What follows belongs to an exercise in optimizing a design on an open flow for small area; a production flow would make more cautious choices. In this exercise RTL edits were held to simulation tests only and were not proved equivalent to the original. The clock input has no modelled driver; a real chip could not lean on it and would need a root buffer or a full tree. Power is estimated from default activity; no workload was simulated.

// RX
module RX(
    input wire          clk,
    input wire          rst_n,
    input wire          rx_en,
    input wire [1:0]    parity,
    input wire [2:0]    data_bits,
    input wire          stop_bit,
    input wire [15:0]   rx_divisor,
    input wire          rx,
    input wire          rx_data_read,
    input wire          fifo_en,
    input wire          fifo_full,
    output wire         rx_success,
    output wire [8:0]   rx_data,
    output wire         rx_idle,
    output wire         rx_done,
    output wire [2:0]   error
    );
Size: roughly 210 cells after synthesis, roughly 49 flip-flops.
==> flow/config.mk <==
export PLATFORM = sky130hd
export DESIGN_NAME = RX
export DESIGN_NICKNAME = RX
export VERILOG_FILES = /design/flow/design.v
export SDC_FILE = /design/flow/constraint.sdc
export NUM_CORES = 4
export LEC_CHECK = 0
export ABC_AREA = 1
export CAP_MARGIN = 20
export CORE_MARGIN = 2
export CORE_UTILIZATION = 60
export SLEW_MARGIN = 20
==> flow/constraint.sdc <==
create_clock -name core_clock -period 5.0 [get_ports {clk}]
set_input_delay 1.0000 -clock core_clock [delete_from_list [all_inputs] [get_ports {clk}]]
set_output_delay 1.0000 -clock core_clock [all_outputs]
set_load 0.01 [all_outputs]
standard.sh (not shown) runs the stock make flow with config.mk's settings and CLKGATE_MAP_FILE= SYNTH_SCRIPT=/design/flow/synth_recipe.tcl, a recipe that flattens the netlist after the stock synthesis.
==> flow/flow/run.sh <==
#!/bin/bash
# Standard layout with these changes:
#  - synthesis without adder cells and with an area-oriented ABC script; the
#    script's deepsyn step is run with several random seeds and the smallest
#    netlist is kept (registers are the standard synthesis's in every trial)
#  - the smallest buffer on the ports
#  - a flat clock tree of clkbuf_8 buffers fed by the clock port (post_cts.tcl)
set -euo pipefail
here=$(pwd)
seeds="0 1 2 3 4 5 6 7 8 9 10 11"
ncores=${NUM_CORES:-4}
run_trial() {
  local s=$1 t="$here/trial_$1"
  mkdir -p "$t"
  cp -r "$FLOW_HOME/scripts" "$t/scripts"
  sed "s/SEED/$s/" "$here/flow/abc_area.script" > "$t/scripts/abc_area.script"
  sed "s|WORK_HOME=[^ ]*|WORK_HOME=$t/orfs|" "$here/standard.sh" > "$t/standard.sh"
  ADDER_MAP_FILE= SCRIPTS_DIR="$t/scripts" bash "$t/standard.sh" synth "MIN_BUF_CELL_AND_PORTS=sky130_fd_sc_hd__buf_1 A X" > "$t/synth.log" 2>&1 || true
}
n=0
for s in $seeds; do
  run_trial $s &
  n=$((n + 1))
  if [ $((n % ncores)) -eq 0 ]; then wait; fi
done
wait
best=""; best_area=""
for s in $seeds; do
  f="$here/trial_$s/orfs/reports/sky130hd/RX/base/synth_stat.txt"
  [ -f "$f" ] || continue
  a=$(awk '/Chip area for module/ {print $NF}' "$f")
  echo "trial $s: synthesis area $a" | tee -a "$here/trials.log"
  if [ -z "$best" ] || awk -v a="$a" -v b="$best_area" 'BEGIN {exit !(a < b)}'; then
    best=$s; best_area=$a
  fi
done
echo "chosen trial $best: $best_area" | tee -a "$here/trials.log"
cp -a "$here/trial_$best/orfs" "$here/orfs"
export BUFFER_PORTS_ARGS="-buffer_cell sky130_fd_sc_hd__buf_1"
export CTS_ARGS="-sink_clustering_enable -repair_clock_nets -dont_use_dummy_load -buf_list sky130_fd_sc_hd__clkbuf_4 -root_buf sky130_fd_sc_hd__clkbuf_4"
export POST_CTS_TCL="$here/flow/post_cts.tcl"
export TREE_CELL=sky130_fd_sc_hd__clkbuf_8
export TREE_N=3
export TREE_SLEW=0.110
bash standard.sh > layout.log 2>&1
==> flow/flow/abc_area.script <==
&get -n
&st
&deepsyn -T 240 -J 50 -S SEED
&dch -f
&nf -R 1000 -F 8 -A 12 -C 24
&put
stime -c
Other scripts of this flow, unchanged in this note and not shown: flow/flow/post_cts.tcl
Change:
==> flow/flow/run.sh (replaced) <==
#!/bin/bash
# Standard layout with: no adder cells and an area-oriented ABC mapping script, the smallest
# buffer on the ports, and a flat clock tree of at least three buffers.
set -euo pipefail
here=$(pwd)
cp -r "$FLOW_HOME/scripts" "$here/scripts"
cp "$here/flow/abc_area.script" "$here/scripts/abc_area.script"
ADDER_MAP_FILE= SCRIPTS_DIR="$here/scripts" bash standard.sh synth > synth.log 2>&1
export BUFFER_PORTS_ARGS="-buffer_cell sky130_fd_sc_hd__buf_1"
export CTS_ARGS="-sink_clustering_enable -repair_clock_nets -dont_use_dummy_load -buf_list sky130_fd_sc_hd__clkbuf_4 -root_buf sky130_fd_sc_hd__clkbuf_4"
export POST_CTS_TCL="$here/flow/post_cts.tcl"
export TREE_CELL=sky130_fd_sc_hd__clkbuf_8
export TREE_N=3
export TREE_SLEW=0.110
bash standard.sh > layout.log 2>&1
==> flow/flow/abc_area.script (replaced) <==
&get -n
&st
&deepsyn -T 20
&dch -f
&nf -R 1000
&put
stime -c
The changed run completed without violations.
Worst setup slack is worse by 480 ps.
Hold slack is worse by 19 ps.
First-iteration DRC count is higher by 1.9%.
Routed wire length rises by about 15%.
Utilization went up by 0.98 points.
Sequential share of layout area went down by 1.1 points.
Global-route usage goes up by 2.7 points.
Change:
==> flow/flow/run.sh (replaced) <==
#!/bin/bash
# Standard layout with these changes:
#  - synthesis without adder cells and with an area-oriented ABC script; the
#    script's deepsyn step is run with several random seeds and two mapper settings and the smallest
#    netlist is kept (registers are the standard synthesis's in every trial)
#  - the smallest buffer on the ports
#  - a flat clock tree of clkbuf_8 buffers fed by the clock port (post_cts.tcl)
set -euo pipefail
here=$(pwd)
seeds="0 1 2 3 4 5 6 7 8 9 10 11 12 13 14 15 16 17 18 19 20 21 22 23"
ncores=${NUM_CORES:-4}
run_trial() {
  local s=$1 t="$here/trial_$1"
  mkdir -p "$t"
  cp -r "$FLOW_HOME/scripts" "$t/scripts"
  # even trials and odd trials use two settings of the area mapper
  if [ $((s % 2)) -eq 0 ]; then nf="-F 8 -A 12 -C 24"; else nf="-F 4 -A 16 -C 32"; fi
  sed "s/SEED/$((s / 2))/; s/NFARGS/$nf/" "$here/flow/abc_area.script" > "$t/scripts/abc_area.script"
  sed "s|WORK_HOME=[^ ]*|WORK_HOME=$t/orfs|" "$here/standard.sh" > "$t/standard.sh"
  ADDER_MAP_FILE= SCRIPTS_DIR="$t/scripts" bash "$t/standard.sh" synth > "$t/synth.log" 2>&1 || true
}
n=0
for s in $seeds; do
  run_trial $s &
  n=$((n + 1))
  if [ $((n % ncores)) -eq 0 ]; then wait; fi
done
wait
best=""; best_area=""
for s in $seeds; do
  f="$here/trial_$s/orfs/reports/sky130hd/RX/base/synth_stat.txt"
  [ -f "$f" ] || continue
  a=$(awk '/Chip area for module/ {print $NF}' "$f")
  echo "trial $s: synthesis area $a" | tee -a "$here/trials.log"
  if [ -z "$best" ] || awk -v a="$a" -v b="$best_area" 'BEGIN {exit !(a < b)}'; then
    best=$s; best_area=$a
  fi
done
echo "chosen trial $best: $best_area" | tee -a "$here/trials.log"
cp -a "$here/trial_$best/orfs" "$here/orfs"
export BUFFER_PORTS_ARGS="-buffer_cell sky130_fd_sc_hd__buf_1"
export CTS_ARGS="-sink_clustering_enable -repair_clock_nets -dont_use_dummy_load -buf_list sky130_fd_sc_hd__clkbuf_4 -root_buf sky130_fd_sc_hd__clkbuf_4"
export POST_CTS_TCL="$here/flow/post_cts.tcl"
export TREE_CELL=sky130_fd_sc_hd__clkbuf_8
export TREE_N=3
export TREE_SLEW=0.110
bash standard.sh > layout.log 2>&1
==> flow/flow/abc_area.script (replaced) <==
&get -n
&st
&deepsyn -T 240 -J 50 -S SEED
&dch -f
&nf -R 1000 NFARGS
&put
stime -c
Effect:
- clock skew rises by 4.5 ps
- maximum frequency rises by 14%
- clock power stays flat
- die area falls by 2.6%
- wire length falls by 7.5%
Change:
--- a/flow/flow/run.sh
+++ b/flow/flow/run.sh
@@ -2,5 +2,5 @@
 # Standard layout with these changes:
 #  - synthesis without adder cells and with an area-oriented ABC script; the
-#    script's deepsyn step is run with several random seeds and two mapper settings and the smallest
+#    script's deepsyn step is run with several random seeds and the smallest
 #    netlist is kept (registers are the standard synthesis's in every trial)
 #  - the smallest buffer on the ports
@@ -8,5 +8,5 @@
 set -euo pipefail
 here=$(pwd)
-seeds="0 1 2 3 4 5 6 7 8 9 10 11 12 13 14 15 16 17 18 19 20 21 22 23"
+seeds="0 1 2 3 4 5 6 7 8 9 10 11"
 ncores=${NUM_CORES:-4}
 run_trial() {
@@ -14,7 +14,5 @@
   mkdir -p "$t"
   cp -r "$FLOW_HOME/scripts" "$t/scripts"
-  # even trials and odd trials use two settings of the area mapper
-  if [ $((s % 2)) -eq 0 ]; then nf="-F 8 -A 12 -C 24"; else nf="-F 4 -A 16 -C 32"; fi
-  sed "s/SEED/$((s / 2))/; s/NFARGS/$nf/" "$here/flow/abc_area.script" > "$t/scripts/abc_area.script"
+  sed "s/SEED/$s/" "$here/flow/abc_area.script" > "$t/scripts/abc_area.script"
   sed "s|WORK_HOME=[^ ]*|WORK_HOME=$t/orfs|" "$here/standard.sh" > "$t/standard.sh"
   ADDER_MAP_FILE= SCRIPTS_DIR="$t/scripts" bash "$t/standard.sh" synth > "$t/synth.log" 2>&1 || true
==> flow/flow/abc_area.script (replaced) <==
&get -n
&st
&deepsyn -T 240 -J 50 -S SEED
&dch -f
&nf -R 1000 -F 8 -A 12 -C 24
&put
stime -c
Worst setup slack does not change.
Global-route usage is unchanged.
Die area is unchanged.
No run of this note takes its clock network from TritonCTS; it comes from the design's own scripts or RTL.

## re-timing with driven ports
The flow's constraints put no driver on any port. The routed layouts listed below were extracted and timed again, unchanged, in two steps. Step 1 sets driving cells, clkbuf_16 on the clock port and buf_2 on the other inputs (assumed; they add their load-dependent delay and slew). Step 2 times the ports against the registers' clock, not the clock port: input delays grow and output delays shrink by t, the midpoint of the rising clock arrivals with the driver on. Three values: ideal ports, drivers, drivers and shift; two values: the first two.
| run | t, ns | setup slack, ns | hold WS [ns] | slew at the worst register clock pin (ns) | worst slew at a driven data input, ns |
|---|---|---|---|---|---|
| the first run | 0.194 | 2.058 / 2.058 / 2.058 | 0.379 / 0.379 / 0.379 | 0.10 / 0.10 | 0.03 |
| the second run | 0.198 | 1.579 / 1.579 / 1.579 | 0.360 / 0.360 / 0.360 | 0.11 / 0.11 | 0.03 |
| the third run | 0.191 | 1.997 / 1.997 / 1.997 | 0.362 / 0.362 / 0.362 | 0.10 / 0.10 | 0.03 |
| the fourth run | 0.191 | 1.997 / 1.997 / 1.997 | 0.362 / 0.362 / 0.362 | 0.10 / 0.10 | 0.03 |
After both steps setup and hold are still met in every run listed.
